This design comes from an exercise in tuning for small area, a short achievable clock period and few clock cycles on the open sky130 flow, not from production work. RTL that was checked went through simulation tests only; none was proved equivalent to the original. Function not checked in runs 6 and 7: the RTL went through the layout flow alone. Power and IR drop assume default switching activity.

$ cat flow/config.mk
export PLATFORM = sky130hd
export DESIGN_NAME = my_cpu
export DESIGN_NICKNAME = my_cpu
export VERILOG_FILES = /design/flow/design.v
export SDC_FILE = /design/flow/constraint.sdc
export NUM_CORES = 4
export LEC_CHECK = 0
export CAP_MARGIN = 20
export CORE_MARGIN = 2
export CORE_UTILIZATION = 40
export SETUP_SLACK_MARGIN = 3.0
export SLEW_MARGIN = 20
export SYNTH_HIERARCHICAL = 1
export SYNTH_MINIMUM_KEEP_SIZE = 0
export TNS_END_PERCENT = 0
$ cat flow/constraint.sdc
create_clock -name core_clock -period 5.0 [get_ports {clk}]
set_input_delay 1.0000 -clock core_clock [delete_from_list [all_inputs] [get_ports {clk}]]
set_output_delay 1.0000 -clock core_clock [all_outputs]
set_load 0.01 [all_outputs]
$ cat flow/design.v
module fastadd #(parameter N = 8)
(input [N-1:0] x, y,
input ci,
output [N-1:0] s);
reg [N:0] G, P;
integer i, d;
always @(*) begin
	G[0] = ci;
	P[0] = 1'b0;
	for (i = 0; i < N; i = i + 1) begin
		G[i+1] = x[i] & y[i];
		P[i+1] = x[i] ^ y[i];
	end
	for (d = 1; d <= N; d = d * 2)
		for (i = N; i >= d; i = i - 1) begin
			G[i] = G[i] | (P[i] & G[i-d]);
			P[i] = P[i] & P[i-d];
		end
end
assign s = x ^ y ^ G[N-1:0];
endmodule
module alu8
(input [7:0] x, y,
input ci, ce,
input [3:0] t,
output [7:0] s);
reg [8:0] G, P;
integer i, d;
always @(*) begin
	G[0] = ci;
	P[0] = 1'b0;
	for (i = 0; i < 8; i = i + 1) begin
		G[i+1] = ce & x[i] & y[i];
		P[i+1] = ce & (x[i] | y[i]);
	end
	for (d = 1; d <= 8; d = d * 2)
		for (i = 8; i >= d; i = i - 1) begin
			G[i] = G[i] | (P[i] & G[i-d]);
			P[i] = P[i] & P[i-d];
		end
end
reg [7:0] f;
always @(*)
	for (i = 0; i < 8; i = i + 1)
		f[i] = t[{y[i], x[i]}];
assign s = f ^ G[7:0];
endmodule
module my_cpu(input clk, reset,
output [5:0] address,
output memWr,
output [7:0] writedata,
input [7:0] readdata, IN,
output [7:0] OUT,
output halt
);
reg [5:0] pc;
reg [7:0] a;
reg [7:0] outr;
reg [7:0] ir;       
reg       ev;       
reg       xz, xinv, cin, ce, land, lor;   
reg [7:0] rsel;     
reg [7:0] rf [0:7];
reg       haltr;
reg       s_ldi, s_jmp, s_rel, s_ldm, s_stm, s_dld, s_dst;
wire s_d   = s_dld | s_dst;
wire fetch = ~(s_ldi | s_jmp | s_rel | s_ldm | s_stm | s_d | haltr);
assign address   = pc;
assign memWr     = s_dst;
assign writedata = a;
assign OUT       = outr;
assign halt      = haltr;
wire [3:0] eh = ir[7:4];
reg  [7:0] rv;
integer k;
always @(*) begin
	rv = 8'd0;
	for (k = 0; k < 8; k = k + 1)
		rv = rv | ({8{rsel[k]}} & rf[k]);
end
wire e_lda = ev & (eh == 4'h1);
wire e_sta = ev & (eh == 4'h2);
wire e_and = ev & (eh == 4'hA);
wire e_or  = ev & (eh == 4'hB);
wire e_add = ev & (eh == 4'hC);
wire e_sub = ev & (eh == 4'hD);
wire e_e   = ev & (eh == 4'hE) & ~ir[3] & ~(ir[2] & ir[1]);
wire e_not = e_e & (ir[2:0] == 3'd0);
wire e_inc = e_e & (ir[2:0] == 3'd1);
wire e_dec = e_e & (ir[2:0] == 3'd2);
wire e_shl = e_e & (ir[2:0] == 3'd3);
wire e_shr = e_e & (ir[2:0] == 3'd4);
wire e_ror = e_e & (ir[2:0] == 3'd5);
wire e_in  = ev & (ir == 8'hF0);
wire e_out = ev & (ir == 8'hF1);
wire e_aw = e_lda | e_and | e_or | e_add | e_sub | e_e | e_in;
wire       e_alu = e_lda | e_and | e_or | e_add | e_sub | e_not | e_inc | e_dec;
wire [7:0] x = (a & {8{~xz}}) ^ {8{xinv}};
wire [7:0] alu;
wire [3:0] tt = land ? 4'b1000 : lor ? 4'b1110 : (xinv & ce) ? 4'b1001 : 4'b0110;
alu8 alu0(x, rv, cin, ce, tt, alu);
wire       a_mem = s_ldi | s_dld;
wire       a_hold = ~(e_aw | a_mem);
wire [7:0] ares = ({8{e_alu}} & alu)
                | ({8{e_shl}} & {a[6:0], 1'b0})
                | ({8{e_shr}} & {1'b0, a[7:1]})
                | ({8{e_ror}} & {a[0], a[7:1]})
                | ({8{e_in}} & IN)
                | ({8{a_mem}} & readdata)
                | ({8{a_hold}} & a);
always @(posedge clk)
	for (k = 0; k < 8; k = k + 1)
		if (e_sta & rsel[k])
			rf[k] <= a;
wire az = (a == 8'd0);
function take;
	input [7:0] op;
	input z, n;
	case (op[7:4])
		4'h7:    take = z;
		4'h8:    take = ~z;
		4'h9:    take = ~n & ((op[3:0] != 4'd0) | ~z);
		default: take = 1'b1;
	endcase
endfunction
wire [3:0] fh = readdata[7:4];
wire       flo0 = (readdata[3:0] == 4'd0);
wire       f_br = (fh[3:2] == 2'b01 & fh[1]) | (fh[3:2] == 2'b10 & ~fh[1]);
wire f_ldm  = (readdata == 8'h30);
wire f_stm  = (readdata == 8'h40);
wire f_ldi  = (readdata == 8'h50);
wire f_halt = (readdata == 8'hF2);
wire f_e    = ~f_br & ~f_ldm & ~f_stm & ~f_ldi & ~f_halt;
wire f_add  = (fh == 4'hC);
wire f_sub  = (fh == 4'hD);
wire f_inc  = (readdata == 8'hE1);
wire f_dec  = (readdata == 8'hE2);
wire f_not  = (readdata == 8'hE0);
wire f_reg  = (fh == 4'h1) | (fh == 4'h2) | (fh[3:2] == 2'b10 & fh[1]) | (fh[3:2] == 2'b11 & ~fh[1]);
wire       j_take = take(ir, az, a[7]);
wire [5:0] pc1 = pc + 6'd1;
wire [5:0] pcrel;
fastadd #(6) reladd(pc, {{3{ir[3]}}, ir[2:0] ^ {3{ir[3]}}}, ir[3], pcrel);
wire p_inc  = fetch | s_ldi | (s_jmp & ~j_take);
wire p_rd   = (s_jmp & j_take) | s_ldm | s_stm;
wire p_rel  = s_rel & j_take;
wire p_hold = haltr | (s_rel & ~j_take);
wire [5:0] pcn = ({6{p_inc}} & pc1)
               | ({6{p_rel}} & pcrel)
               | ({6{p_rd}} & readdata[5:0])
               | ({6{s_d}} & ir[5:0])
               | ({6{p_hold}} & pc);
always @(posedge clk) begin
	if (s_ldm | s_stm)
		ir <= {2'b00, pc1};
	else
		ir <= readdata;
	rsel <= f_reg ? (8'd1 << readdata[2:0]) : 8'd0;
	xz   <= (fh == 4'h1);
	xinv <= f_sub | f_dec | f_not;
	cin  <= f_inc | f_dec;
	ce   <= f_add | f_sub | f_inc | f_dec;
	land <= (fh == 4'hA);
	lor  <= (fh == 4'hB);
	if (reset) begin
		pc <= 6'd0;
		a <= 8'd0;
		outr <= 8'd0;
		ev <= 1'b0;
		haltr <= 1'b0;
		s_ldi <= 1'b0; s_jmp <= 1'b0; s_rel <= 1'b0; s_ldm <= 1'b0; s_stm <= 1'b0;
		s_dld <= 1'b0; s_dst <= 1'b0;
	end else begin
		a <= ares;
		pc <= pcn;
		if (e_out) outr <= a;
		ev    <= fetch & f_e;
		haltr <= haltr | (fetch & f_halt);
		s_ldi <= fetch & f_ldi;
		s_ldm <= fetch & f_ldm;
		s_stm <= fetch & f_stm;
		s_jmp <= fetch & f_br & flo0;
		s_rel <= fetch & f_br & ~flo0;
		s_dld <= s_ldm;
		s_dst <= s_stm;
	end
end
endmodule
$ cat flow/flow/run.sh
#!/bin/bash
# Standard layout, with two changes: plain buffers on the ports instead of the
# delay-cell buffers buffer_ports picks by default, and a clock tree of
# clkbuf_4 cells with no dummy loads.
set -euo pipefail
export BUFFER_PORTS_ARGS="-buffer_cell sky130_fd_sc_hd__buf_1"
export CTS_ARGS="-sink_clustering_enable -repair_clock_nets -buf_list sky130_fd_sc_hd__clkbuf_4 -dont_use_dummy_load -sink_clustering_size 30 -sink_clustering_max_diameter 80"
bash standard.sh > standard.log 2>&1
$ cat flow/standard.sh
#!/bin/bash
# synth_recipe.tcl (not shown) runs the flow's synth.tcl, then flattens the netlist and writes it again
# the make line also repeats each setting of config.mk as NAME=value (left out here)
make -C /OpenROAD-flow-scripts/flow DESIGN_CONFIG=/design/flow/config.mk WORK_HOME=/design/flow/orfs CLKGATE_MAP_FILE= SYNTH_SCRIPT=/design/flow/synth_recipe.tcl "${@:-finish}"
==> out/results.ini, run 1 <==
[yosys]
syn_inst = 504
yosys.area_share.simple_pct = 16.3
netlist.area_leader.share_pct = 34.0
synth_area_leaders = edfxtp_1, dfxtp_1, a22oi_1, xnor2_1, nor2_1
synthFlopType = edfxtp_1
seq_area_frac_synth_pct = 52.7
synthDistinctLibCells = 72
synth-adder-area-share_pct = 2.30
ys_seq_elements = 117
async_reset_ff_share_pct = 0
synth_top_family_by_area = compound AO/OA/AOI/OAI gates
synth-compound-area-share_pct = 16.8
synth_area_mm2 = 0.00566
synth.net_count = 530
synth.avg_cell_area_um2 = 11.2
synth-edff-count = 64
ys_warn_count = 10
muxShareOfSynthArea_pct = 4.71
yosys.area.top_type = edfxtp_1
synthXorXnorAreaFrac_pct = 4.47

[run]
cap_violations = 0

[detailed_routing]
ant_nets = 0
drc = 0
drt-initial-drc-count = 364
num_vias = 4293
wl_per_cell_um = 20.6
via_per_inst = 5.86
drt_wl_total_um = 15100
drt-pass1-iter-count = 8

[sta]
period_share_pct = 44.0
hold_violations = 0
setup_tns_ns = 0
final.min_clock_period_ns = 2.20
worstMarginPinSlew_ns = 0.863
rsz0062_at_grt = yes
setup_viol = 0
clock.fmax_mhz = 454
max_slew_margin_pct = 42.0
finalClockSkew_ns = 0.0523
slew_violations = 0

[grt]
grt_usage_pct = 20.5
antenna_found_initial = 1
grt_max_degree = 28
grt_pass1_wl_um = 22800
grt_overflow_total = 0
grt_pass1_vias = 4077

[layout]
fill_cells = 1270
fin_util_pct = 46.4
final_common_cell = edfxtp_1
finalInstanceArea_mm2 = 0.00641
syn_to_final_growth_pct = 13.3
multi_input_area_mm2 = 0.00270
layout.nets = 579
final-seq-area_mm2 = 0.00304
final_cell_mix = edfxtp_1, buf_1, nor2_1
drive_gt1_share_pct = 20.5
final_cells = 732

[cts]
clk_pin_slew_ns = 0.08
holdBufCountCts = 0
insertion_delay_ns = 0.51
cts.htree.levels = 4
numCtsBuffers = 17
cts_tree = done
root_buffer = clkbuf_4
clockBufferDepth = 2
clock_sinks = 117

[place]
dp_hpwl_um = 10100
place_area_mm2 = 0.00597
dp.cells = 701
gp_congestion = 0.852
portBuffers = 41

[floorplanning]
num_rows = 43
die_w_um = 123
start_util_pct = 40.9
ios = 42
die_y_um = 123
die_area_mm2 = 0.0151
core_area_mm2 = 0.0138

[power]
p_leak_uw = 0.00213
ir_drop_mv = 0.117
power.total_uw = 1740
power.density_mw_per_mm2 = 272

[setup_path]
cp-end-kind = flop
required_ns = 5.35
worst_setup_path_start_kind = flop
worstPathArrival_ns = 2.55
cp_max_fo = 6
crit_type = reg -> reg

[min_path]
hp-class = reg -> reg

[status]
status = finished clean

sequential cells by signal, indices dropped and copies added (netlist names):
signal and flops:
s_ldi 1, cin 1, rsel 8, xinv 1
s_dst 1, land 1, s_ldm 1, haltr 1
s_rel 1, outr 8, ir 8, s_stm 1
s_dld 1, xz 1, a 8, ev 1
lor 1, pc 6, s_jmp 1, rf 64
ce 1
worst max-delay path, cell delays in order, from the launching register on:
cell	delay (ns)
dfxtp_4	0.38
buf_6	0.14
xor2_2	0.14
ha_1	0.33
nor2b_2	0.17
o31a_1	0.33
o32ai_2	0.12
a311oi_2	0.10
a221oi_2	0.26
a31oi_1	0.10
area by class of cell:
cell class,count,area share [%]
inverters,13,0.761
diodes,1,0.0390
flip-flops and latches,117,47.5
repair buffers,55,4.10
multi-input cells,349,42.1
well taps,180,3.51
clock buffers,17,1.99
where the power goes:
part           internal, uW  switching, uW
Combinational           110            134
Clock                   155            283
Sequential             1020           38.8
Total                  1290            456
per-module statistics from Yosys, one instance, submodules excluded, excerpt:
module / copies in the design / flip-flops and latches / cells / cell area [um^2]
alu8: 1 / 0 / 51 / 492
my_cpu: 1 / 117 / 421 / 4920
worst paths after layout:
check | startpoint | end | slack [ns] | cells past startpoint
worst min-delay path | s_stm$_SDFF_PP0_ | s_dst$_SDFF_PP0_ | 0.49 | 1
worst max register to register | ir[3]$_DFF_P_ | pc[5]$_SDFF_PP0_ | 2.80 | 9
worst min register to register | s_stm$_SDFF_PP0_ | s_dst$_SDFF_PP0_ | 0.49 | 1
worst max-delay path | ir[3]$_DFF_P_ | pc[5]$_SDFF_PP0_ | 2.80 | 9
cell families after synthesis:
logic type | count (synthesis)
flip-flops | 117
AND/OR/NAND/NOR | 166
XOR/XNOR | 28
multiplexers | 16
buffers and inverters | 38
adder cells (fa/ha/maj) | 10
AO/OA/AOI/OAI | 129
metrics by stage:
step	setup slack [ns]	hold WS (ns)
2_1_floorplan	2.92	0.453
3_3_place_gp	2.47	0.474
3_5_place_dp	2.48	0.477
4_1_cts	2.82	0.493
5_1_grt	2.67	0.513
6_report	2.80	0.492
metal layers:
layer / up-vias / GRT usage [%] / routed length (um)
li1: 2019 / - / -
met1: 2133 / 26.4 / 6450
met2: 117 / 34.5 / 7720
met3: 24 / 3.32 / 549
met4: 0 / 8.12 / 382
met5: - / 0 / 0
cell usage after synthesis (4+ instances only):
library cell / instances
nand4_1: 9
a22o_1: 6
o21ai_0: 6
nand3_1: 5
inv_1: 11
nand2b_1: 10
xnor2_1: 19
a31oi_1: 15
mux2i_1: 8
mux4_2: 6
nor2b_1: 7
buf_2: 5
clkbuf_1: 18
ha_1: 7
nor3_1: 8
a211oi_1: 4
nor4_1: 7
and2_1: 10
a22oi_1: 41
dfxtp_1: 53
nand2_1: 37
a221oi_1: 11
xor2_1: 8
edfxtp_1: 64
or2_2: 5
nor2_1: 40
or2b_1: 7
a21oi_1: 16
what timing repair did:
action	4_1_cts	5_1_grt
setup buffers	9	4
resized for setup	47	12
endpoints found under the setup margin	102	49
pin swaps	12	8
Testbench counts, summed over its fixed seeds: cycles 27,699.
==> run 2: changes to the inputs <==
==> flow/flow/run.sh (replaced) <==
#!/bin/bash
# Standard layout, with two changes: plain buffers on the ports instead of the
# delay-cell buffers buffer_ports picks by default, and a clock tree of
# {sky130_fd_sc_hd__clkbuf_4 sky130_fd_sc_hd__clkbuf_8} cells with no dummy loads.
set -euo pipefail
export BUFFER_PORTS_ARGS="-buffer_cell sky130_fd_sc_hd__buf_1"
export CTS_ARGS="-sink_clustering_enable -repair_clock_nets -buf_list {sky130_fd_sc_hd__clkbuf_4 sky130_fd_sc_hd__clkbuf_8} -dont_use_dummy_load -sink_clustering_size 30 -sink_clustering_max_diameter 80"
bash standard.sh > standard.log 2>&1
--- a/flow/config.mk
+++ b/flow/config.mk
@@ -8,7 +8,7 @@
 export CAP_MARGIN = 20
 export CORE_MARGIN = 2
 export CORE_UTILIZATION = 40
-export SETUP_SLACK_MARGIN = 3.0
+export SETUP_SLACK_MARGIN = 2.8
 export SLEW_MARGIN = 20
 export SYNTH_HIERARCHICAL = 1
 export SYNTH_MINIMUM_KEEP_SIZE = 0
==> run 2 against run 1 <==
Against the previous run:
- still clean
- critical path depth unchanged
- synthesized area did not move
- sequential power barely moved
- clock power increased by 37%
- sequential share of layout area about the same
- hold slack worse by 0.0034 ns
- core utilization is 0.32 points lower
- first-iteration DRC count shrank 24%
- final area decreased by 0.68%
- routed wire length shrank 1.2%
- die area stayed put
- final cell count shrank 0.82%
- critical path type unchanged
==> out/results.ini, run 2 <==
[cts]
insertion_delay_ns = 0.42  ; -0.09 ns
clock_sinks = 117  ; unchanged
clk_pin_slew_ns = 0.05  ; -0.03 ns
cts_tree = done
root_buffer = clkbuf_8
cts.htree.levels = 4  ; unchanged
clockBufferDepth = 2  ; unchanged
numCtsBuffers = 17  ; unchanged

[power]
internal-power_uw = 1420  ; +11%
p_sw_uw = 471  ; +3.2%
p_clk_share_pct = 31.8  ; +6.6 points
seqPwrFrac_pct = 56.1  ; -4.7 points
sw_frac_of_total_pct = 24.9  ; -1.3 points
p_leak_uw = 0.00214  ; +0.48%
comb_power_share_pct = 12.1  ; -1.9 points
ir_drop_mv = 0.160  ; +37%
power.density_mw_per_mm2 = 297  ; +9.5%

[setup_path]
required_ns = 5.27  ; -0.08 ns
worstPathCellList = inv_2 > ha_1 > ha_1 > o21ai_0 > o21bai_1 > a21oi_1 > xnor2_1 > a221oi_1 > a31oi_1
reg2reg_slack_ns = 2.71  ; -0.09 ns
rr_endpoint = pc[4]$_SDFF_PP0_
cp_slowest_stage_delay_ns = 0.39  ; about the same
cp_slowest_cell = dfxtp_2
r2r_start = ir[2]$_DFF_P_
worstPathArrival_ns = 2.56  ; about the same
crit_top_cell = ha_1
cp_max_fo = 5  ; -1
cp-end-kind = flop
startpoint = ir[2]$_DFF_P_
crit_type = reg -> reg
ff2ff_path_depth = 9  ; unchanged
worst_setup_path_start_kind = flop

[sta]
setup_tns_ns = 0  ; unchanged
worstMarginPinSlew_ns = 0.889  ; +0.0256 ns
clock.fmax_mhz = 436  ; -3.9%
final.min_clock_period_ns = 2.29  ; +0.0902 ns
slew_violations = 0  ; unchanged
rsz0062_at_grt = yes
finalClockSkew_ns = 0.0305  ; -0.0218 ns
period_share_pct = 45.9  ; +1.8 points
hold_ws_ns = 0.489  ; -0.00343 ns
hold_violations = 0  ; unchanged
max_slew_margin_pct = 40.3  ; -1.7 points
fin_ws_ns = 2.71  ; -0.0902 ns
setup_viol = 0  ; unchanged

[layout]
diodes = 0  ; -1
final_cell_mix = edfxtp_1, a22oi_1, buf_1
final-seq-area_mm2 = 0.00302  ; -0.62%
layout.nets = 574  ; -0.86%
multi_input_area_mm2 = 0.00261  ; -3.2%
drive_gt1_share_pct = 17.0  ; -3.5 points
largest_register_ffs = 64  ; unchanged
finalInstanceArea_mm2 = 0.00637  ; -0.68%
final_cells = 726  ; -0.82%
top_register = rf
final_common_cell = edfxtp_1
fill_cells = 1281  ; +0.87%
syn_to_final_growth_pct = 12.5

[yosys]
synthXorXnorAreaFrac_pct = 4.47  ; unchanged
syn_inst = 504  ; unchanged
seq_area_frac_synth_pct = 52.7  ; unchanged
synth-edff-count = 64  ; unchanged
synthFlopType = edfxtp_1
yosys.area_share.simple_pct = 16.3  ; unchanged
synth_area_leaders = edfxtp_1, dfxtp_1, a22oi_1, xnor2_1, nor2_1
muxShareOfSynthArea_pct = 4.71  ; unchanged
yosysMostFrequentCell = edfxtp_1
synthDistinctLibCells = 72  ; unchanged
synth_top_family_by_area = compound AO/OA/AOI/OAI gates
synth-adder-area-share_pct = 2.30  ; unchanged
synth-compound-area-share_pct = 16.8  ; unchanged
ys_seq_elements = 117  ; unchanged
synth.avg_cell_area_um2 = 11.2  ; unchanged
synth.net_count = 530  ; unchanged
yosys.area.top_type = edfxtp_1
synth_common_cells = edfxtp_1, dfxtp_1, a22oi_1
async_reset_ff_share_pct = 0  ; unchanged
ys_warn_count = 10  ; unchanged
synth_area_mm2 = 0.00566  ; unchanged
netlist.area_leader.share_pct = 34.0  ; unchanged

[status]
status = finished clean

[detailed_routing]
wl_per_cell_um = 20.6  ; -0.36%
drt_wl_total_um = 14900  ; -1.2%
via_per_inst = 5.77  ; -1.7%
drc = 0  ; unchanged
num_vias = 4186  ; -2.5%
ant_nets = 0  ; unchanged
drt-pass1-iter-count = 5  ; -3
drt-initial-drc-count = 277  ; -24%

[place]
dp_hpwl_um = 10300  ; +1.1%
portBuffers = 41  ; unchanged
dp_slack_ns = 2.37  ; -0.113 ns
dp.cells = 701  ; unchanged
gp_congestion = 0.845  ; -0.82%
place_area_mm2 = 0.00594  ; -0.46%

[grt]
grt_usage_pct = 20.6  ; +0.14 points
grt_max_degree = 28  ; unchanged
grt_pass1_wl_um = 23000  ; +0.91%
grt_pass1_vias = 4101  ; +0.59%
grt_overflow_total = 0  ; unchanged
antenna_found_initial = 0  ; -1

[floorplanning]
start_util_pct = 40.9  ; unchanged
die_w_um = 123  ; unchanged
num_rows = 43  ; unchanged
die_area_mm2 = 0.0151  ; unchanged
ios = 42  ; unchanged
die_y_um = 123  ; unchanged
core_area_mm2 = 0.0138  ; unchanged

[min_path]
holdPathStages = 1  ; unchanged
hold_start = s_stm$_SDFF_PP0_
hold_end = s_dst$_SDFF_PP0_
hp-class = reg -> reg

[run]
cap_violations = 0  ; unchanged

## run 2: per-module statistics from Yosys, one instance, submodules excluded, excerpt
module  cells  copies in the design  flip-flops and latches
my_cpu    421                     1                     117
alu8       51                     1                       0
## run 2: logic make-up after synthesis
logic type	count (synthesis)
AND/OR/NAND/NOR	166
XOR/XNOR	28
AO/OA/AOI/OAI	129
adder cells (fa/ha/maj)	10
multiplexers	16
buffers and inverters	38
flip-flops	117
## run 2: area by class of cell
cell class / instances / share of cell area, %
clock buffer: 17 / 3.67
tap: 180 / 3.54
multi-input combinational: 349 / 41.0
inverter: 13 / 0.766
sequential: 117 / 47.5
timing repair buffer: 50 / 3.48
## run 2: metrics by stage
| step | util (%) | total power, uW |
|---|---|---|
| after global placement | 43.0 | 1290 |
| after floorplan | - | 1230 |
| after detailed placement | 43.0 | 1300 |
| after global routing | 46.1 | 1970 |
| final | 46.1 | 1890 |
| after CTS | 45.4 | 1900 |
## run 2: repair_timing
| item | 4_1_cts | 5_1_grt |
|---|---|---|
| hold buffers | 0 | 0 |
| pin swaps | 3 | 5 |
| setup endpoints to repair | 63 | 81 |
| buffers inserted | 5 | 3 |
| gates resized for setup | 24 | 16 |
## run 2: worst max path at each step
stage,end,cells past startpoint
after detailed placement,a[6]$_SDFF_PP0_,9
after global placement,a[6]$_SDFF_PP0_,9
after global routing,a[6]$_SDFF_PP0_,9
after floorplan,pc[5]$_SDFF_PP0_,9
after CTS,a[2]$_SDFF_PP0_,6
final,pc[4]$_SDFF_PP0_,9
## run 2: per-layer routing
metal / wire length [um] / vias to the layer above / GRT usage [%]
li1: - / 2000 / -
met1: 6530 / 2044 / 27.1
met2: 7380 / 121 / 34.2
met3: 682 / 21 / 3.97
met4: 333 / 0 / 7.18
met5: 0 / - / 0
## run 2: critical path, delay by kind of cell, from the launching register on
family	cells	cell delay [ns]
buf+inv	1	0.07
flops	1	0.39
compound gates	5	0.88
xor+xnor	1	0.14
fa+ha+maj	2	0.67
## run 2: power by group through the flow
stage | logic [uW] | registers [uW] | clock network (uW)
CTS | 220 | 1060 | 614
global placement | 205 | 1080 | 0
finish | 228 | 1060 | 602
floorplan | 163 | 1070 | 0
global route | 246 | 1070 | 657
detailed placement | 211 | 1080 | 0
==> run 3: changes to the inputs <==
--- a/flow/design.v
+++ b/flow/design.v
@@ -44,6 +44,14 @@
 	for (i = 0; i < 8; i = i + 1)
 		f[i] = t[{y[i], x[i]}];
 assign s = f ^ G[7:0];
+endmodule
+module reltarget(input [5:0] pc,
+input d,
+input [2:0] o,
+output [5:0] t);
+wire [5:0] fwd = pc + {3'b000, o};
+wire [5:0] back = pc - {3'b000, o};
+assign t = d ? back : fwd;
 endmodule
 module my_cpu(input clk, reset,
 output [5:0] address,
@@ -140,7 +148,7 @@
 wire       j_take = take(ir, az, a[7]);
 wire [5:0] pc1 = pc + 6'd1;
 wire [5:0] pcrel;
-fastadd #(6) reladd(pc, {{3{ir[3]}}, ir[2:0] ^ {3{ir[3]}}}, ir[3], pcrel);
+reltarget rel(pc, ir[3], ir[2:0], pcrel);
 wire p_inc  = fetch | s_ldi | (s_jmp & ~j_take);
 wire p_rd   = (s_jmp & j_take) | s_ldm | s_stm;
 wire p_rel  = s_rel & j_take;
==> flow/flow/run.sh (replaced) <==
#!/bin/bash
# Standard layout, with two changes: plain buffers on the ports instead of the
# delay-cell buffers buffer_ports picks by default, and a clock tree of
# clkbuf_8 cells with no dummy loads.
set -euo pipefail
export BUFFER_PORTS_ARGS="-buffer_cell sky130_fd_sc_hd__buf_1"
export CTS_ARGS="-sink_clustering_enable -repair_clock_nets -buf_list sky130_fd_sc_hd__clkbuf_8 -dont_use_dummy_load -sink_clustering_size 30 -sink_clustering_max_diameter 80"
bash standard.sh > standard.log 2>&1
--- a/flow/config.mk
+++ b/flow/config.mk
@@ -8,7 +8,7 @@
 export CAP_MARGIN = 20
 export CORE_MARGIN = 2
 export CORE_UTILIZATION = 40
-export SETUP_SLACK_MARGIN = 2.8
+export SETUP_SLACK_MARGIN = 2.9
 export SLEW_MARGIN = 20
 export SYNTH_HIERARCHICAL = 1
 export SYNTH_MINIMUM_KEEP_SIZE = 0
==> run 3 against run 2 <==
Against the previous run:
- clock skew down 0.0061 ns
- hold slack lost 0.012 ns
- final area grew 0.92%
- sequential share of layout area shrank 0.57 points
- synthesized cell count shrank 1.6%
- flip-flop and latch count stayed put
- global-route usage is 0.74 points lower
==> out/results.ini, run 3 <==
[detailed_routing]
drc = 0  ; unchanged
drt-initial-drc-count = 400  ; +44%
via_per_inst = 6.11  ; +6.1%
wl_per_cell_um = 20.1  ; -2.2%
num_vias = 4421  ; +5.6%
drt_wl_total_um = 14500  ; -2.6%
drt-pass1-iter-count = 5  ; unchanged
ant_nets = 0  ; unchanged

[setup_path]
cp.buffers_inverters = 0  ; -1
r2r_start = rf[5][3]$_DFFE_PP_
required_ns = 5.30  ; +0.03 ns
cp_max_fo = 5  ; unchanged
rr_endpoint = a[6]$_SDFF_PP0_
ff2ff_path_depth = 9  ; unchanged
startpoint = rf[5][3]$_DFFE_PP_
cp_slowest_cell = edfxtp_1
crit_type = reg -> reg
reg2reg_slack_ns = 2.78  ; +0.08 ns
critical_path.top_delay_family = compound AO/OA/AOI/OAI gates
worstPathArrival_ns = 2.51  ; -0.05 ns
worst_setup_path_start_kind = flop
cp-end-kind = flop
cp_slowest_stage_delay_ns = 0.39  ; about the same
worstPathCellList = a22oi_2 > nand4_1 > a21oi_2 > o21ai_2 > maj3_2 > a211oi_2 > xnor2_1 > a22oi_1 > a31oi_1

[place]
dp.cells = 694  ; -1.0%
gp_congestion = 0.879  ; +4.0%
portBuffers = 41  ; unchanged
dp_hpwl_um = 9850  ; -3.9%

[cts]
clock_sinks = 117  ; unchanged
cts.htree.levels = 4  ; unchanged
clockBufferDepth = 2  ; unchanged
holdBufCountCts = 0  ; unchanged
cts_tree = done
insertion_delay_ns = 0.43  ; about the same
numCtsBuffers = 17  ; unchanged
clk_pin_slew_ns = 0.07  ; +0.02 ns
root_buffer = clkbuf_8

[floorplanning]
ios = 42  ; unchanged
die_y_um = 123  ; about the same
die_area_mm2 = 0.0151  ; +0.17%
num_rows = 43  ; unchanged
core_area_mm2 = 0.0139  ; +0.39%
start_util_pct = 40.8  ; -0.087 points
die_w_um = 123  ; about the same

[yosys]
synthDistinctLibCells = 71  ; -1.4%
synth-edff-count = 64  ; unchanged
async_reset_ff_share_pct = 0  ; unchanged
ys_seq_elements = 117  ; unchanged
synth_area_mm2 = 0.00567  ; +0.18%
syn_inst = 496  ; -1.6%
yosysMostFrequentCell = edfxtp_1
synth.avg_cell_area_um2 = 11.4  ; +1.8%
synth_common_cells = edfxtp_1, a22oi_1, dfxtp_1
netlist.area_leader.share_pct = 33.9  ; -0.060 points
synth.net_count = 523  ; -1.3%
seq_area_frac_synth_pct = 52.6  ; -0.093 points
yosys.area.top_type = edfxtp_1
ys_warn_count = 9  ; -1
synth_area_leaders = edfxtp_1, dfxtp_1, a22oi_1, xnor2_1, nor2_1
synthFlopType = edfxtp_1

[sta]
max_slew_margin_pct = 53.0  ; +13 points
setup_viol = 0  ; unchanged
slew_violations = 0  ; unchanged
final.min_clock_period_ns = 2.22  ; -0.0770 ns
finalClockSkew_ns = 0.0244  ; -0.00613 ns
setup_tns_ns = 0  ; unchanged
hold_violations = 0  ; unchanged
rsz0062_at_grt = yes
clock.fmax_mhz = 451  ; +3.5%
worstMarginPinSlew_ns = 0.699  ; -0.190 ns
period_share_pct = 44.3  ; -1.5 points

[run]
cap_violations = 0  ; unchanged

[min_path]
hp-class = reg -> reg
hold_end = s_dld$_SDFF_PP0_
holdPathStages = 1  ; unchanged
hold_start = s_ldm$_SDFF_PP0_

[grt]
grt_pass1_wl_um = 22600  ; -1.7%
grt_max_degree = 28  ; unchanged
grt_pass1_vias = 4135  ; +0.83%
antenna_found_initial = 0  ; unchanged
grt_usage_pct = 19.9  ; -0.74 points
grt_overflow_total = 0  ; unchanged

[layout]
final_common_cell = edfxtp_1
diodes = 0  ; unchanged
top_register = rf
fin_util_pct = 46.3  ; +0.25 points
fill_cells = 1288  ; +0.55%
drive_gt1_share_pct = 20.1  ; +3.0 points
syn_to_final_growth_pct = 13.4
final_cells = 723  ; -0.41%
final_cell_mix = edfxtp_1, a22oi_1, buf_1
largest_register_ffs = 64  ; unchanged
layout.nets = 572  ; -0.35%

[status]
status = finished clean

[power]
ir_drop_mv = 0.189  ; +19%
p_leak_uw = 0.00223  ; +4.1%
power.density_mw_per_mm2 = 298  ; +0.17%

## run 3: cell types whose count changed in the layout (fill, tap and decap cells not counted), moves of 7 or more
cell	before	now
a221oi_1	11	1
a22oi_1	41	54
a22oi_2	1	8
nand2_1	37	28
nand2b_1	10	19
nand3_1	5	12
or2b_1	7	0
## run 3: modules after synthesis (local to each module, per instance)
module | cell area [um^2] | cells inside
my_cpu | 4900 | 411
reltarget | 280 | 34
alu8 | 492 | 51
## run 3: metal layers
| metal | up-vias | routed length (um) | global-route usage, % | part of all wire [%] |
|---|---|---|---|---|
| li1 | 1992 | - | - | - |
| met3 | 29 | 1180 | 5.30 | 8.1 |
| met5 | - | 0 | 0 | 0 |
| met2 | 217 | 6870 | 30.8 | 47 |
| met4 | 0 | 346 | 6.32 | 2.4 |
| met1 | 2183 | 6150 | 27.2 | 42 |
## run 3: through the flow
step	cell area [um^2]	hold WS, ns	total power [uW]	setup slack (ns)
detailed placement	5890	0.476	1300	2.41
floorplan	5670	0.453	1250	2.89
CTS	6140	0.483	1900	2.57
finish	6430	0.477	1910	2.78
global route	6430	0.499	2000	2.63
global placement	5890	0.467	1300	2.44
## run 3: worst max path at each step
| stage | slack (ns) | cells after the start | to |
|---|---|---|---|
| 2_1_floorplan | 2.89 | 9 | a[6]$_SDFF_PP0_ |
| 3_3_place_gp | 2.44 | 9 | a[6]$_SDFF_PP0_ |
| 3_5_place_dp | 2.41 | 9 | a[6]$_SDFF_PP0_ |
| 4_1_cts | 2.57 | 6 | a[6]$_SDFF_PP0_ |
| 5_1_grt | 2.63 | 9 | a[6]$_SDFF_PP0_ |
| 6_report | 2.78 | 9 | a[6]$_SDFF_PP0_ |
## run 3: what timing repair did
item | in CTS | in global routing
setup buffers | 0 | 12
pin swaps | 0 | 27
gates resized for setup | 6 | 44
setup endpoints to repair | 87 | 83
## run 3: kinds of logic after synthesis
logic type                 synth area share [%]
buffers and inverters                      3.86
AOI/OAI and AO/OA                          16.9
DFF                                        52.6
adders and majority gates                  2.52
and+or+nand+nor                            14.9
xor gates and xnor gates                   3.99
muxes                                      5.23
## run 3: final cells by class
cell class | instances | area (um^2) | share of cell area (%)
Timing Repair Buffer | 56 | 267 | 4.15
Clock buffer | 17 | 234 | 3.64
Sequential cell | 117 | 3020 | 46.9
Inverter | 10 | 37.5 | 0.584
Tap cell | 180 | 225 | 3.50
Multi-Input combinational cell | 343 | 2650 | 41.2
## run 3: worst reg2reg max path: stages (launching register included)
cell,delay [ns]
edfxtp_1,0.39
a22oi_2,0.20
nand4_1,0.28
a21oi_2,0.27
o21ai_2,0.10
maj3_2,0.32
a211oi_2,0.20
xnor2_1,0.09
a22oi_1,0.14
a31oi_1,0.09
## run 3: where the power goes
group          internal [uW]  switching (uW)
Clock                    297             304
Combinational            110             133
Sequential              1030            41.3
Testbench counts of run 3, summed over its fixed seeds: cycles 27,699.
==> run 4: changes to the inputs <==
--- a/flow/config.mk
+++ b/flow/config.mk
@@ -7,7 +7,7 @@
 export LEC_CHECK = 0
 export CAP_MARGIN = 20
 export CORE_MARGIN = 2
-export CORE_UTILIZATION = 40
+export CORE_UTILIZATION = 55
 export SETUP_SLACK_MARGIN = 2.9
 export SLEW_MARGIN = 20
 export SYNTH_HIERARCHICAL = 1
==> run 4 against run 3 <==
Against the previous run:
- via count decreased by 3.9%
- largest cell class unchanged
- largest power group unchanged
- clock power is essentially flat
- synthesized area is the same
- critical path type unchanged
- final cell count fell by 6.6%
- routed wire length shrank 0.72%
- register-to-register slack worse by 0.08 ns
- still clean
==> out/results.ini, run 4 <==
[floorplanning]
ios = 42  ; unchanged
die_w_um = 106  ; -14%
die_area_mm2 = 0.0111  ; -26%
core_area_mm2 = 0.0102  ; -27%
die_y_um = 106  ; -14%
num_rows = 37  ; -14%
start_util_pct = 55.7  ; +15 points

[status]
status = finished clean

[sta]
setup_tns_ns = 0  ; unchanged
rsz0062_at_grt = yes
finalClockSkew_ns = 0.0233  ; -0.00109 ns
period_share_pct = 45.9  ; +1.6 points
setup_viol = 0  ; unchanged
final.min_clock_period_ns = 2.29  ; +0.0793 ns
worstMarginPinSlew_ns = 0.671  ; -0.0277 ns
slew_violations = 0  ; unchanged
max_slew_margin_pct = 55.3  ; +2.2 points
clock.fmax_mhz = 436  ; -3.5%
hold_violations = 0  ; unchanged

[detailed_routing]
drt_wl_total_um = 14400  ; -0.72%
ant_nets = 0  ; unchanged
drt-pass1-iter-count = 6  ; +1
via_per_inst = 6.29  ; +2.9%
drc = 0  ; unchanged
num_vias = 4248  ; -3.9%
drt-initial-drc-count = 332  ; -17%
wl_per_cell_um = 21.4  ; +6.3%

[cts]
cts_tree = done
clockBufferDepth = 2  ; unchanged
numCtsBuffers = 17  ; unchanged
root_buffer = clkbuf_8
clock_sinks = 117  ; unchanged
clk_pin_slew_ns = 0.06  ; about the same
cts.htree.levels = 4  ; unchanged
insertion_delay_ns = 0.43  ; about the same

[setup_path]
r2r_start = ir[0]$_DFF_P_
reg2reg_slack_ns = 2.71  ; -0.08 ns
cp-end-kind = flop
worstPathArrival_ns = 2.62  ; +0.11 ns
crit_type = reg -> reg
cp_max_fo = 7  ; +2
worst_setup_path_start_kind = flop
ff2ff_path_depth = 11  ; +2
rr_endpoint = pc[4]$_SDFF_PP0_
required_ns = 5.33  ; +0.03 ns

[grt]
grt_pass1_vias = 4096  ; -0.94%
grtUsageMet1_pct = 39.8  ; +13 points
grt_usage_pct = 27.2  ; +7.3 points
grt_pass1_wl_um = 22700  ; +0.58%
busiest_layer = met2
grt_overflow_total = 0  ; unchanged
antenna_found_initial = 0  ; unchanged
use_met2_pct = 41.0  ; +10 points
grt_max_degree = 28  ; unchanged
use_met3_pct = 5.88  ; +0.57 points

[layout]
final_common_cell = edfxtp_1
final_cell_mix = edfxtp_1, a22oi_1, buf_1
largest_register_ffs = 64  ; unchanged
layout.nets = 568  ; -0.70%
drive_gt1_share_pct = 18.4  ; -1.7 points
diodes = 0  ; unchanged
top_register = rf
syn_to_final_growth_pct = 11.0
fill_cells = 873  ; -32%

[yosys]
synthFlopType = edfxtp_1
syn_inst = 496  ; unchanged
synth_area_mm2 = 0.00567  ; unchanged
ys_warn_count = 9  ; unchanged
ys_seq_elements = 117  ; unchanged
synthDistinctLibCells = 71  ; unchanged
yosysMostFrequentCell = edfxtp_1
async_reset_ff_share_pct = 0  ; unchanged
synth.net_count = 523  ; unchanged
yosys.area.top_type = edfxtp_1
synth_common_cells = edfxtp_1, a22oi_1, dfxtp_1
synth_area_leaders = edfxtp_1, dfxtp_1, a22oi_1, xnor2_1, nor2_1
netlist.area_leader.share_pct = 33.9  ; unchanged
synth.avg_cell_area_um2 = 11.4  ; unchanged
seq_area_frac_synth_pct = 52.6  ; unchanged
synth-edff-count = 64  ; unchanged

[min_path]
hold_end = s_dld$_SDFF_PP0_
hold_start = s_ldm$_SDFF_PP0_
holdPathStages = 1  ; unchanged
hp-class = reg -> reg

[place]
gp_congestion = 0.845  ; -3.9%
dp_hpwl_um = 9740  ; -1.1%
portBuffers = 41  ; unchanged

[run]
cap_violations = 0  ; unchanged

[power]
ir_drop_mv = 0.138  ; -27%
p_leak_uw = 0.00219  ; -1.5%
power.total_uw = 1910  ; -0.36%
power.density_mw_per_mm2 = 303  ; +1.8%

[run 4: critical path, stage by stage (launching register included)]
cell     delay, ns
dfxtp_4       0.38
inv_1         0.07
ha_1          0.20
ha_1          0.27
mux2i_1       0.17
ha_1          0.30
nand2_1       0.10
nand2_1       0.08
a21oi_2       0.18
xnor2_1       0.17
a32oi_1       0.13
a31oi_1       0.16
[run 4: kinds of logic (layout without fill, tap and decap cells)]
logic type,count (synthesis),in the layout,share of synthesized area (%)
and+or+nand+nor,159,159,14.9
xor gates and xnor gates,25,25,3.99
AOI/OAI and AO/OA,129,129,16.9
adders and majority gates,11,11,2.52
buffers and inverters,36,79,3.86
DFF,117,117,52.6
muxes,19,19,5.23
[run 4: Yosys stat by module, one instance, submodules excluded]
module     cells inside  times used  area [um^2]  flip-flops and latches
my_cpu              411           1         4900                     117
alu8                 51           1          492                       0
reltarget            34           1          280                       0
[run 4: per-layer routing]
layer / vias up / wire length, um
met3: 12 / 928
met1: 2115 / 6670
met5: - / 0
li1: 1981 / -
met2: 140 / 6680
met4: 0 / 153
[run 4: through the flow]
| stage | util, % | worst slack, ns | instance area (um^2) | instances | hold WS, ns |
|---|---|---|---|---|---|
| after CTS | 60.6 | 2.70 | 6170 | 669 | 0.486 |
| after detailed placement | 57.2 | 2.45 | 5830 | 649 | 0.478 |
| final | 61.8 | 2.71 | 6290 | 675 | 0.485 |
| after global placement | 57.2 | 2.49 | 5830 | 649 | 0.466 |
| after global routing | 61.8 | 2.55 | 6290 | 675 | 0.506 |
| after floorplan | - | 2.89 | 5670 | 496 | 0.453 |
[run 4: layout make-up]
type	count	area [um^2]	share of cell area [%]
multi-input combinational	343	2590	41.2
sequential	117	3030	48.1
tap	136	170	2.70
clock buffer	17	234	3.72
timing repair buffer	52	231	3.68
inverter	10	37.5	0.597
[run 4: how the worst max path moves through the flow]
stage	start	to	slack, ns	cells after the start
floorplan	a[5]$_SDFF_PP0_	a[6]$_SDFF_PP0_	2.89	9
global placement	a[5]$_SDFF_PP0_	a[6]$_SDFF_PP0_	2.49	9
detailed placement	a[5]$_SDFF_PP0_	a[6]$_SDFF_PP0_	2.45	9
CTS	rsel[5]$_SDFF_PN0_	a[7]$_SDFF_PP0_	2.70	9
global route	rsel[2]$_SDFF_PP0_	a[7]$_SDFF_PP0_	2.55	9
finish	ir[0]$_DFF_P_	pc[4]$_SDFF_PP0_	2.71	11
[run 4: report_power, final]
group	leakage [uW]	switching, uW	total [uW]	internal (uW)
clock network	0.000122	304	602	297
logic	0.00103	133	236	103
registers	0.00103	43.9	1070	1030
[run 4: repair_timing]
item	CTS	global route
pin swaps	2	17
setup buffers	3	6
setup endpoints to repair	86	96
hold buffers	0	0
gates resized for setup	26	20
==> run 5: changes to the inputs <==
--- a/flow/config.mk
+++ b/flow/config.mk
@@ -7,7 +7,7 @@
 export LEC_CHECK = 0
 export CAP_MARGIN = 20
 export CORE_MARGIN = 2
-export CORE_UTILIZATION = 55
+export CORE_UTILIZATION = 30
 export SETUP_SLACK_MARGIN = 2.9
 export SLEW_MARGIN = 20
 export SYNTH_HIERARCHICAL = 1
==> run 5 against run 4 <==
Against the previous run:
- maximum frequency is 1.7% higher
- die area is 80% higher
- routed wire length is 4.4% higher
- sequential power hardly changed
- critical path type unchanged
- critical endpoint is now pc[5]$_SDFF_PP0_
- highest routed layer unchanged
==> out/results.ini, run 5 <==
[power]
p_clk_share_pct = 31.5  ; about the same
p_leak_uw = 0.00224  ; +2.2%
sw_frac_of_total_pct = 25.4  ; +0.16 points
power.density_mw_per_mm2 = 294  ; -3.1%
internal-power_uw = 1440  ; +0.61%
ir_drop_mv = 0.177  ; +28%
p_sw_uw = 488  ; +1.5%
comb_power_share_pct = 12.9  ; +0.6 points
seqPwrFrac_pct = 55.6  ; -0.5 points

[floorplanning]
die_y_um = 141  ; +34%
die_w_um = 141  ; +34%
core_area_mm2 = 0.0186  ; +83%
num_rows = 50  ; +35%
die_area_mm2 = 0.0200  ; +80%
start_util_pct = 30.4  ; -25 points
ios = 42  ; unchanged

[layout]
final_common_cell = edfxtp_1
diodes = 0  ; unchanged
top_register = rf
drive_gt1_share_pct = 21.5  ; +3.1 points
final_cell_mix = edfxtp_1, a22oi_1, buf_1
layout.nets = 574  ; +1.1%
largest_register_ffs = 64  ; unchanged
syn_to_final_growth_pct = 15.4
fin_util_pct = 35.1  ; -27 points
final_cells = 779  ; +15%

[place]
dp.cells = 748  ; +15%
gp_congestion = 0.857  ; +1.4%
dp_hpwl_um = 10200  ; +4.4%
portBuffers = 41  ; unchanged

[detailed_routing]
wl_per_cell_um = 19.3  ; -9.5%
drt_wl_total_um = 15100  ; +4.4%
via_per_inst = 5.55  ; -12%
num_vias = 4325  ; +1.8%
drc = 0  ; unchanged
drt-initial-drc-count = 476  ; +43%
drt-pass1-iter-count = 6  ; unchanged
ant_nets = 0  ; unchanged

[cts]
cts_tree = done
clock_sinks = 117  ; unchanged
root_buffer = clkbuf_8
holdBufCountCts = 0  ; unchanged
clk_pin_slew_ns = 0.06  ; about the same
clockBufferDepth = 2  ; unchanged
numCtsBuffers = 17  ; unchanged
insertion_delay_ns = 0.44  ; about the same
cts.htree.levels = 4  ; unchanged

[grt]
grt_max_degree = 28  ; unchanged
antenna_found_initial = 0  ; unchanged
use_met2_pct = 23.7  ; -17 points
grt_pass1_wl_um = 23100  ; +1.8%
busiest_layer = met2
grt_usage_pct = 15.2  ; -12 points
use_met3_pct = 4.79  ; -1.1 points
grt_overflow_total = 0  ; unchanged
grt_pass1_vias = 4126  ; +0.73%
grtUsageMet1_pct = 20.3  ; -20 points

[sta]
rsz0062_at_grt = yes
final.min_clock_period_ns = 2.26  ; -0.0376 ns
finalClockSkew_ns = 0.0262  ; +0.00286 ns
setup_viol = 0  ; unchanged
period_share_pct = 45.1  ; -0.75 points
slew_violations = 0  ; unchanged
max_slew_margin_pct = 48.8  ; -6.5 points
worstMarginPinSlew_ns = 0.769  ; +0.0978 ns
hold_violations = 0  ; unchanged
clock.fmax_mhz = 443  ; +1.7%
setup_tns_ns = 0  ; unchanged

[yosys]
synth_area_leaders = edfxtp_1, dfxtp_1, a22oi_1, xnor2_1, nor2_1
synth.net_count = 523  ; unchanged
ys_warn_count = 9  ; unchanged
yosysMostFrequentCell = edfxtp_1
seq_area_frac_synth_pct = 52.6  ; unchanged
synthDistinctLibCells = 71  ; unchanged
synth-edff-count = 64  ; unchanged
ys_seq_elements = 117  ; unchanged
synthFlopType = edfxtp_1
netlist.area_leader.share_pct = 33.9  ; unchanged
synth.avg_cell_area_um2 = 11.4  ; unchanged
syn_inst = 496  ; unchanged
synth_area_mm2 = 0.00567  ; unchanged
synth_common_cells = edfxtp_1, a22oi_1, dfxtp_1
async_reset_ff_share_pct = 0  ; unchanged
yosys.area.top_type = edfxtp_1

[setup_path]
rr_endpoint = pc[5]$_SDFF_PP0_
worstPathArrival_ns = 2.56  ; -0.06 ns
cp-end-kind = flop
reg2reg_slack_ns = 2.74  ; +0.04 ns
crit_type = reg -> reg
cp_max_fo = 5  ; -2
worst_setup_path_start_kind = flop
required_ns = 5.30  ; -0.03 ns
ff2ff_path_depth = 10  ; -1
r2r_start = ir[1]$_DFF_P_

[min_path]
holdPathStages = 1  ; unchanged
hold_end = s_dld$_SDFF_PP0_
hold_start = s_ldm$_SDFF_PP0_
hp-class = reg -> reg

[status]
status = finished clean

[run]
cap_violations = 0  ; unchanged

==> run 5: logic make-up after synthesis <==
| family | share of synthesized area, % |
|---|---|
| fa+ha+maj | 2.52 |
| mux | 5.23 |
| flops | 52.6 |
| buf+inv | 3.86 |
| simple gates | 14.9 |
| compound gates | 16.9 |
| xor+xnor | 3.99 |
==> run 5: repair_timing <==
item | 4_1_cts | 5_1_grt
buffers inserted | 3 | 11
endpoints found under the hold margin | 0 | 0
setup endpoints to repair | 88 | 41
pin swaps | 4 | 31
resized for setup | 11 | 54
==> run 5: critical path, stage by stage (launching register included) <==
cell       delay (ns)
dfxtp_4          0.38
inv_2            0.06
ha_4             0.23
mux2i_2          0.20
ha_1             0.26
nor2b_1          0.15
o2111ai_1        0.19
nand3_1          0.15
xnor2_2          0.17
a32oi_1          0.24
a31oi_1          0.11
==> run 5: worst max-delay path by stage <==
stage                         start          endpoint  slack (ns)  depth (start not counted)
floorplan           a[5]$_SDFF_PP0_   a[6]$_SDFF_PP0_        2.89                          9
global placement        readdata[5]     ev$_SDFF_PP0_        2.51                          7
detailed placement      readdata[5]     ev$_SDFF_PP0_        2.46                          7
CTS                    xinv$_DFF_P_   a[6]$_SDFF_PP0_        2.69                          7
global route        a[5]$_SDFF_PP0_   a[6]$_SDFF_PP0_        2.66                          9
finish                ir[1]$_DFF_P_  pc[5]$_SDFF_PP0_        2.74                         10
==> run 5: modules after synthesis (local to each module, per instance) <==
module,cells,flops+latches
my_cpu,411,117
alu8,51,0
reltarget,34,0
==> run 5: metal layers <==
metal / share of wire (%) / wire (um)
met4: 2.1 / 321
met2: 47 / 7060
met5: 0 / 0
met3: 6.9 / 1040
met1: 44 / 6650
==> run 5: per-stage QoR <==
stage	total power [uW]	hold slack [ns]	worst slack, ns	instance area (um^2)
3_5_place_dp	1310	0.471	2.46	5960
6_report	1920	0.481	2.74	6540
3_3_place_gp	1300	0.468	2.51	5960
5_1_grt	2020	0.501	2.66	6540
4_1_cts	1910	0.482	2.69	6250
2_1_floorplan	1250	0.453	2.89	5670
==> run 5: cell type report <==
type | instances | area (um^2)
tap | 234 | 293
clock buffer | 17 | 234
timing repair buffer | 58 | 284
sequential | 117 | 3030
fill | 1873 | 12100
inverter | 10 | 37.5
multi-input combinational | 343 | 2670
==> run 5: power by group through the flow <==
stage	clock network, uW	registers, uW	logic, uW
final	606	1070	248
after detailed placement	0	1090	217
after floorplan	0	1080	170
after CTS	622	1070	223
after global placement	0	1090	212
after global routing	670	1070	273
==> run 6: changes to the inputs <==
--- a/flow/design.v
+++ b/flow/design.v
@@ -1,3 +1,15 @@
+module jumpcond(input [7:0] op,
+input [7:0] a,
+output reg take);
+wire z = (a == 8'd0);
+always @(*)
+	case (op[7:4])
+		4'h7:    take = z;
+		4'h8:    take = ~z;
+		4'h9:    take = ~a[7] & ((op[3:0] != 4'd0) | ~z);
+		default: take = 1'b1;
+	endcase
+endmodule
 module fastadd #(parameter N = 8)
 (input [N-1:0] x, y,
 input ci,
@@ -120,17 +132,6 @@
 	for (k = 0; k < 8; k = k + 1)
 		if (e_sta & rsel[k])
 			rf[k] <= a;
-wire az = (a == 8'd0);
-function take;
-	input [7:0] op;
-	input z, n;
-	case (op[7:4])
-		4'h7:    take = z;
-		4'h8:    take = ~z;
-		4'h9:    take = ~n & ((op[3:0] != 4'd0) | ~z);
-		default: take = 1'b1;
-	endcase
-endfunction
 wire [3:0] fh = readdata[7:4];
 wire       flo0 = (readdata[3:0] == 4'd0);
 wire       f_br = (fh[3:2] == 2'b01 & fh[1]) | (fh[3:2] == 2'b10 & ~fh[1]);
@@ -145,7 +146,8 @@
 wire f_dec  = (readdata == 8'hE2);
 wire f_not  = (readdata == 8'hE0);
 wire f_reg  = (fh == 4'h1) | (fh == 4'h2) | (fh[3:2] == 2'b10 & fh[1]) | (fh[3:2] == 2'b11 & ~fh[1]);
-wire       j_take = take(ir, az, a[7]);
+wire       j_take;
+jumpcond jc(ir, a, j_take);
 wire [5:0] pc1 = pc + 6'd1;
 wire [5:0] pcrel;
 reltarget rel(pc, ir[3], ir[2:0], pcrel);
--- a/flow/config.mk
+++ b/flow/config.mk
@@ -7,7 +7,7 @@
 export LEC_CHECK = 0
 export CAP_MARGIN = 20
 export CORE_MARGIN = 2
-export CORE_UTILIZATION = 30
+export CORE_UTILIZATION = 40
 export SETUP_SLACK_MARGIN = 2.9
 export SLEW_MARGIN = 20
 export SYNTH_HIERARCHICAL = 1
==> run 6 against run 5 <==
Against the previous run:
- total power shrank 0.74%
- sequential share of layout area down 0.25 points
- maximum frequency fell by 1.7%
- critical endpoint is now a[6]$_SDFF_PP0_
- synthesized area up 0.73%
- largest cell class unchanged
- flip-flop and latch count is the same
- still clean
==> out/results.ini, run 6 <==
[status]
status = finished clean

[floorplanning]
die_area_mm2 = 0.0152  ; -24%
num_rows = 43  ; -14%
die_w_um = 123  ; -13%
die_y_um = 123  ; -13%
ios = 42  ; unchanged
start_util_pct = 41.0  ; +11 points
core_area_mm2 = 0.0139  ; -25%

[detailed_routing]
via_per_inst = 6.00  ; +8.1%
num_vias = 4422  ; +2.2%
wl_per_cell_um = 21.6  ; +11%
dr_wl_met3_um = 895  ; -14%
wl_met2_um = 8000  ; +13%
ant_nets = 0  ; unchanged
drc = 0  ; unchanged
drt-pass1-iter-count = 5  ; -1
met1Wirelength_um = 6570  ; -1.2%
highest_layer = met4
drt_wl_total_um = 15900  ; +5.4%
drt-initial-drc-count = 370  ; -22%

[place]
dp_hpwl_um = 10500  ; +3.3%
portBuffers = 41  ; unchanged
dp.cells = 704  ; -5.9%
dp_slack_ns = 2.40  ; -0.0592 ns
gp_congestion = 0.884  ; +3.2%

[layout]
final_common_cell = edfxtp_1
fill_cells = 1248  ; -33%
top_register = rf
final_cells = 737  ; -5.4%
drive_gt1_share_pct = 20.8  ; -0.64 points
syn_to_final_growth_pct = 14.9
layout.nets = 586  ; +2.1%
diodes = 0  ; unchanged
largest_register_ffs = 64  ; unchanged
final_cell_mix = edfxtp_1, buf_1, a22oi_1

[grt]
grt_overflow_total = 0  ; unchanged
grt_usage_pct = 21.9  ; +6.7 points
grt_pass1_vias = 4300  ; +4.2%
antenna_found_initial = 0  ; unchanged
grt_max_degree = 27  ; -3.6%
grt_pass1_wl_um = 24600  ; +6.1%

[setup_path]
worst_setup_path_start_kind = flop
cp_max_fo = 3  ; -2
required_ns = 5.33  ; +0.03 ns
reg2reg_slack_ns = 2.70  ; -0.04 ns
cp-end-kind = flop
cp_slowest_stage_delay_ns = 0.37  ; about the same
worstPathCellList = a22oi_1 > nand4_1 > inv_1 > o21ai_2 > maj3_2 > a211oi_2 > xnor2_1 > o21ai_1 > a41oi_1
worstPathArrival_ns = 2.63  ; +0.07 ns
crit_cells = 9  ; -1
critical_path.top_delay_family = compound AO/OA/AOI/OAI gates
cp.buffers_inverters = 1  ; unchanged
crit_type = reg -> reg
ff2ff_path_depth = 9  ; -1
cp_slowest_cell = edfxtp_1

[yosys]
ys_seq_elements = 117  ; unchanged
yosysMostFrequentCell = edfxtp_1
synthDistinctLibCells = 70  ; -1.4%
yosys.area.top_type = edfxtp_1
synth_top_family_by_area = compound AO/OA/AOI/OAI gates
synthFlopType = edfxtp_1
yosys.area_share.simple_pct = 16.8  ; +1.9 points
seq_area_frac_synth_pct = 52.2  ; -0.38 points
synth-adder-area-share_pct = 2.50  ; -0.018 points
synthXorXnorAreaFrac_pct = 3.97  ; -0.029 points
syn_inst = 503  ; +1.4%
synth-edff-count = 64  ; unchanged
synth_area_leaders = edfxtp_1, dfxtp_1, a22oi_1, xnor2_1, mux4_2
synth_area_mm2 = 0.00571  ; +0.73%
synth.net_count = 530  ; +1.3%
async_reset_ff_share_pct = 0  ; unchanged
synth_common_cells = edfxtp_1, dfxtp_1, a22oi_1
synth-compound-area-share_pct = 16.9  ; +0.053 points
synth.avg_cell_area_um2 = 11.4  ; -0.67%
netlist.area_leader.share_pct = 33.7  ; -0.25 points
ys_warn_count = 10  ; +1
muxShareOfSynthArea_pct = 5.02  ; -0.21 points

[cts]
clk_pin_slew_ns = 0.08  ; +0.02 ns
holdBufCountCts = 0  ; unchanged
root_buffer = clkbuf_8
clock_sinks = 117  ; unchanged
clockBufferDepth = 2  ; unchanged
insertion_delay_ns = 0.43  ; about the same
cts.htree.levels = 4  ; unchanged
numCtsBuffers = 17  ; unchanged
cts_tree = done

[sta]
fin_ws_ns = 2.70  ; -0.0382 ns
setup_tns_ns = 0  ; unchanged
hold_ws_ns = 0.482  ; +0.00169 ns
max_slew_margin_pct = 42.7  ; -6.0 points
period_share_pct = 45.9  ; +0.76 points
rsz0062_at_grt = yes
hold_violations = 0  ; unchanged
finalClockSkew_ns = 0.0320  ; +0.00585 ns
clock.fmax_mhz = 436  ; -1.7%
slew_violations = 0  ; unchanged
final.min_clock_period_ns = 2.30  ; +0.0382 ns
worstMarginPinSlew_ns = 0.857  ; +0.0885 ns
setup_viol = 0  ; unchanged

[power]
p_leak_uw = 0.00213  ; -4.9%
ir_drop_mv = 0.175  ; -0.76%
power.total_uw = 1910  ; -0.74%
power.density_mw_per_mm2 = 291  ; -1.0%

[run]
cap_violations = 0  ; unchanged

[min_path]
hp-class = reg -> reg
holdPathStages = 1  ; unchanged

run 6: worst paths after layout:
kind | start | endpoint
max reg2reg | rf[4][4]$_DFFE_PP_ | a[6]$_SDFF_PP0_
max | rf[4][4]$_DFFE_PP_ | a[6]$_SDFF_PP0_
min | s_stm$_SDFF_PP0_ | s_dst$_SDFF_PP0_
min reg2reg | s_stm$_SDFF_PP0_ | s_dst$_SDFF_PP0_
run 6: stage by stage:
stage	util, %	instance area (um^2)
2_1_floorplan	-	5750
3_3_place_gp	43.5	6070
6_report	47.1	6560
3_5_place_dp	43.5	6070
5_1_grt	47.1	6560
4_1_cts	46.8	6520
run 6: kinds of logic (layout without fill, tap and decap cells):
kind of cell             after synthesis  count (layout)
AND/OR/NAND/NOR                      166             166
AO/OA/AOI/OAI                        127             127
buffers and inverters                 39              93
flip-flops                           117             117
adder cells (fa/ha/maj)               11              11
multiplexers                          18              18
XOR/XNOR                              25              25
run 6: modules after synthesis (local to each module, per instance):
module,cells inside,times used,area [um^2],flip-flops and latches
alu8,51,1,492,0
jumpcond,8,1,75.1,0
my_cpu,410,1,4860,117
reltarget,34,1,280,0
run 6: power breakdown:
| group | leakage [uW] | switching [uW] | internal [uW] |
|---|---|---|---|
| sequential | 0.00103 | 38.5 | 1020 |
| clock | 0.000122 | 312 | 297 |
| combinational | 0.000975 | 132 | 105 |
| total | 0.00213 | 483 | 1430 |
run 6: worst reg2reg max path, cell delays in order, from the launching register on:
cell,delay (ns)
edfxtp_1,0.37
a22oi_1,0.22
nand4_1,0.28
inv_1,0.21
o21ai_2,0.10
maj3_2,0.33
a211oi_2,0.24
xnor2_1,0.15
o21ai_1,0.10
a41oi_1,0.21
run 6: final cells by class:
cell class	instances	area [um^2]	area share [%]
flip-flops and latches	117	3020	46.0
multi-input cells	347	2720	41.5
repair buffers	61	304	4.63
clock buffers	17	234	3.57
inverters	15	56.3	0.858
well taps	180	225	3.43
run 6: layer usage:
layer  GRT usage, %  vias to the layer above
met4           8.74                        0
li1               -                     2060
met3           4.38                       30
met2           35.7                      183
met1           28.7                     2149
met5              0                        -
run 6: what timing repair did:
| action | 4_1_cts | 5_1_grt |
|---|---|---|
| pin swaps | 16 | 8 |
| buffers inserted | 13 | 3 |
| endpoints found under the setup margin | 90 | 106 |
| resized for setup | 44 | 5 |
==> run 7: changes to the inputs <==
--- a/flow/config.mk
+++ b/flow/config.mk
@@ -8,7 +8,7 @@
 export CAP_MARGIN = 20
 export CORE_MARGIN = 2
 export CORE_UTILIZATION = 40
-export SETUP_SLACK_MARGIN = 2.9
+export SETUP_SLACK_MARGIN = 2.8
 export SLEW_MARGIN = 20
 export SYNTH_HIERARCHICAL = 1
 export SYNTH_MINIMUM_KEEP_SIZE = 0
==> run 7 against run 6 <==
Against the previous run:
- clock-buffer cell count unchanged
- sequential power about the same
- hold slack better by 0.0012 ns
- synthesized cell count unchanged
- synthesized area unchanged
- clock power about the same
- first-iteration DRC count up 20%
- via count up 2.4%
- flip-flop and latch count unchanged
- largest cell class unchanged
==> out/results.ini, run 7 <==
[layout]
syn_to_final_growth_pct = 16.9
top_register = rf
final_common_cell = edfxtp_1
final_cell_mix = edfxtp_1, buf_1, dfxtp_1
finalInstanceArea_mm2 = 0.00668  ; +1.7%
multi_input_area_mm2 = 0.00279  ; +2.6%
drive_gt1_share_pct = 23.4  ; +2.5 points
fill_cells = 1254  ; +0.48%
diodes = 0  ; unchanged
final-seq-area_mm2 = 0.00304  ; +0.58%
layout.nets = 590  ; +0.68%
largest_register_ffs = 64  ; unchanged

[detailed_routing]
drt_wl_total_um = 16500  ; +4.1%
num_vias = 4527  ; +2.4%
ant_nets = 0  ; unchanged
via_per_inst = 6.11  ; +1.8%
drt-initial-drc-count = 444  ; +20%
drt-pass1-iter-count = 5  ; unchanged
drc = 0  ; unchanged
wl_per_cell_um = 22.3  ; +3.5%

[place]
gp_congestion = 0.891  ; +0.81%
portBuffers = 41  ; unchanged
dp_hpwl_um = 10600  ; +1.3%
place_area_mm2 = 0.00604  ; -0.47%

[cts]
insertion_delay_ns = 0.44  ; about the same
cts_tree = done
cts.htree.levels = 4  ; unchanged
holdBufCountCts = 0  ; unchanged
root_buffer = clkbuf_8
clk_pin_slew_ns = 0.07  ; about the same
clockBufferDepth = 2  ; unchanged
numCtsBuffers = 17  ; unchanged
clock_sinks = 117  ; unchanged

[setup_path]
worst_setup_path_start_kind = flop
ff2ff_path_depth = 9  ; unchanged
crit_type = reg -> reg
cp-end-kind = flop
crit_end = a[7]$_SDFF_PP0_
reg2reg_slack_ns = 2.70  ; about the same
startpoint = rf[0][0]$_DFFE_PP_
worstPathArrival_ns = 2.66  ; +0.03 ns
cp_max_fo = 3  ; unchanged
rr_endpoint = a[7]$_SDFF_PP0_
required_ns = 5.36  ; +0.03 ns
r2r_start = rf[0][0]$_DFFE_PP_

[sta]
worstMarginPinSlew_ns = 0.931  ; +0.0737 ns
final.min_clock_period_ns = 2.30  ; +0.00432 ns
hold_violations = 0  ; unchanged
finalClockSkew_ns = 0.0262  ; -0.00579 ns
max_slew_margin_pct = 37.8  ; -4.9 points
setup_tns_ns = 0  ; unchanged
slew_violations = 0  ; unchanged
clock.fmax_mhz = 435  ; -0.19%
period_share_pct = 46.0  ; +0.086 points
rsz0062_at_grt = yes
hold_ws_ns = 0.484  ; +0.00119 ns
setup_viol = 0  ; unchanged

[grt]
grt_pass1_wl_um = 24700  ; +0.56%
grt_max_degree = 27  ; unchanged
grt_pass1_vias = 4360  ; +1.4%
antenna_found_initial = 0  ; unchanged
grt_overflow_total = 0  ; unchanged
grt_usage_pct = 22.1  ; +0.22 points

[yosys]
ys_warn_count = 10  ; unchanged
synth_area_leaders = edfxtp_1, dfxtp_1, a22oi_1, xnor2_1, mux4_2
async_reset_ff_share_pct = 0  ; unchanged
yosys.area.top_type = edfxtp_1
synth_common_cells = edfxtp_1, dfxtp_1, a22oi_1
yosysMostFrequentCell = edfxtp_1
synth-edff-count = 64  ; unchanged
synthFlopType = edfxtp_1
synth.avg_cell_area_um2 = 11.4  ; unchanged
synthDistinctLibCells = 70  ; unchanged
syn_inst = 503  ; unchanged
seq_area_frac_synth_pct = 52.2  ; unchanged
synth.net_count = 530  ; unchanged
synth_area_mm2 = 0.00571  ; unchanged
ys_seq_elements = 117  ; unchanged
netlist.area_leader.share_pct = 33.7  ; unchanged

[floorplanning]
ios = 42  ; unchanged
num_rows = 43  ; unchanged
core_area_mm2 = 0.0139  ; unchanged
die_y_um = 123  ; unchanged
die_w_um = 123  ; unchanged
start_util_pct = 41.0  ; unchanged
die_area_mm2 = 0.0152  ; unchanged

[power]
p_clk_share_pct = 31.9  ; about the same
seqPwrFrac_pct = 55.1  ; -0.6 points
internal-power_uw = 1430  ; +0.34%
p_sw_uw = 492  ; +1.9%
sw_frac_of_total_pct = 25.6  ; +0.30 points
p_leak_uw = 0.00217  ; +1.8%
comb_power_share_pct = 13.0  ; +0.6 points
power.density_mw_per_mm2 = 288  ; -0.98%
ir_drop_mv = 0.151  ; -14%

[run]
cap_violations = 0  ; unchanged

[min_path]
hp-class = reg -> reg

[status]
status = finished clean

run 7: changes by cell type in the layout (fill, tap and decap cells not counted), moves of 2 or more:
cell,previous run,this run
a22oi_1,38,31
dfxtp_4,6,13
dfxtp_2,13,6
xnor2_1,13,11
a22oi_2,5,12
o21ai_1,7,5
buf_2,0,3
run 7: final cells by class:
type | instances | share of cell area (%)
Tap cell | 180 | 3.37
Clock buffer | 17 | 3.50
Timing Repair Buffer | 65 | 4.95
Multi-Input combinational cell | 347 | 41.8
Inverter | 15 | 0.843
Sequential cell | 117 | 45.5
run 7: critical path, stage by stage, from the launching register on:
cell      delay, ns
edfxtp_1       0.42
a22oi_2        0.22
nand4_1        0.22
maj3_2         0.41
o21ai_2        0.17
a21oi_2        0.11
a31oi_2        0.21
xnor2_1        0.16
o21ai_1        0.13
a41oi_2        0.19
run 7: logic make-up (layout without fill, tap and decap cells):
group | after synthesis | after routing | synth area share (%)
AOI/OAI and AO/OA | 127 | 127 | 16.9
xor gates and xnor gates | 25 | 25 | 3.97
adders and majority gates | 11 | 11 | 2.50
buffers and inverters | 39 | 97 | 2.56
DFF | 117 | 117 | 52.2
muxes | 18 | 18 | 5.02
and+or+nand+nor | 166 | 166 | 16.8
run 7: power groups by stage:
stage                     Sequential [uW]  Clock, uW  Combinational [uW]
after floorplan                      1070          0                 152
after global placement               1080          0                 206
after detailed placement             1080          0                 209
after CTS                            1060        625                 223
after global routing                 1060        663                 272
final                                1060        613                 251
run 7: worst min path at each step:
stage                                start                to  slack [ns]  cells past startpoint
after detailed placement  s_ldm$_SDFF_PP0_  s_dld$_SDFF_PP0_        0.48                      1
after floorplan           s_ldm$_SDFF_PP0_  s_dld$_SDFF_PP0_        0.45                      1
after global routing      s_ldm$_SDFF_PP0_  s_dld$_SDFF_PP0_        0.50                      1
final                     s_ldm$_SDFF_PP0_  s_dld$_SDFF_PP0_        0.48                      1
after global placement    s_ldm$_SDFF_PP0_  s_dld$_SDFF_PP0_        0.47                      1
after CTS                 s_ldm$_SDFF_PP0_  s_dld$_SDFF_PP0_        0.49                      1
run 7: per-layer routing:
| metal | up-vias | part of all wire [%] | GRT usage, % |
|---|---|---|---|
| li1 | 2067 | - | - |
| met1 | 2252 | 42 | 27.8 |
| met2 | 170 | 50 | 37.4 |
| met3 | 38 | 5.2 | 5.35 |
| met4 | 0 | 2.8 | 7.32 |
| met5 | - | 0 | 0 |
run 7: metrics by stage:
stage | instances | util [%] | setup slack, ns | total power (uW)
finish | 741 | 47.9 | 2.70 | 1920
global route | 741 | 47.9 | 2.59 | 2000
CTS | 728 | 46.1 | 2.73 | 1910
detailed placement | 705 | 43.3 | 2.38 | 1290
global placement | 705 | 43.3 | 2.39 | 1290
floorplan | 503 | - | 2.78 | 1220
run 7: per-module statistics from Yosys (local to each module, per instance):
module	copies in the design	cell area [um^2]
my_cpu	1	4860
reltarget	1	280
alu8	1	492
jumpcond	1	75.1
run 7: repair_timing:
item / CTS / global route
gates resized for setup: 32 / 41
cloned: 0 / 0
buffers inserted: 6 / 13
endpoints found under the setup margin: 77 / 29
pin swaps: 7 / 28

Check on run 7: ideal ports give 2.700 ns setup slack; a clkbuf_16 on the clock port and buf_2 on the inputs give 2.700 ns; moving port delays by the midpoint clock arrival (0.460 ns) as well gives 2.349 ns.
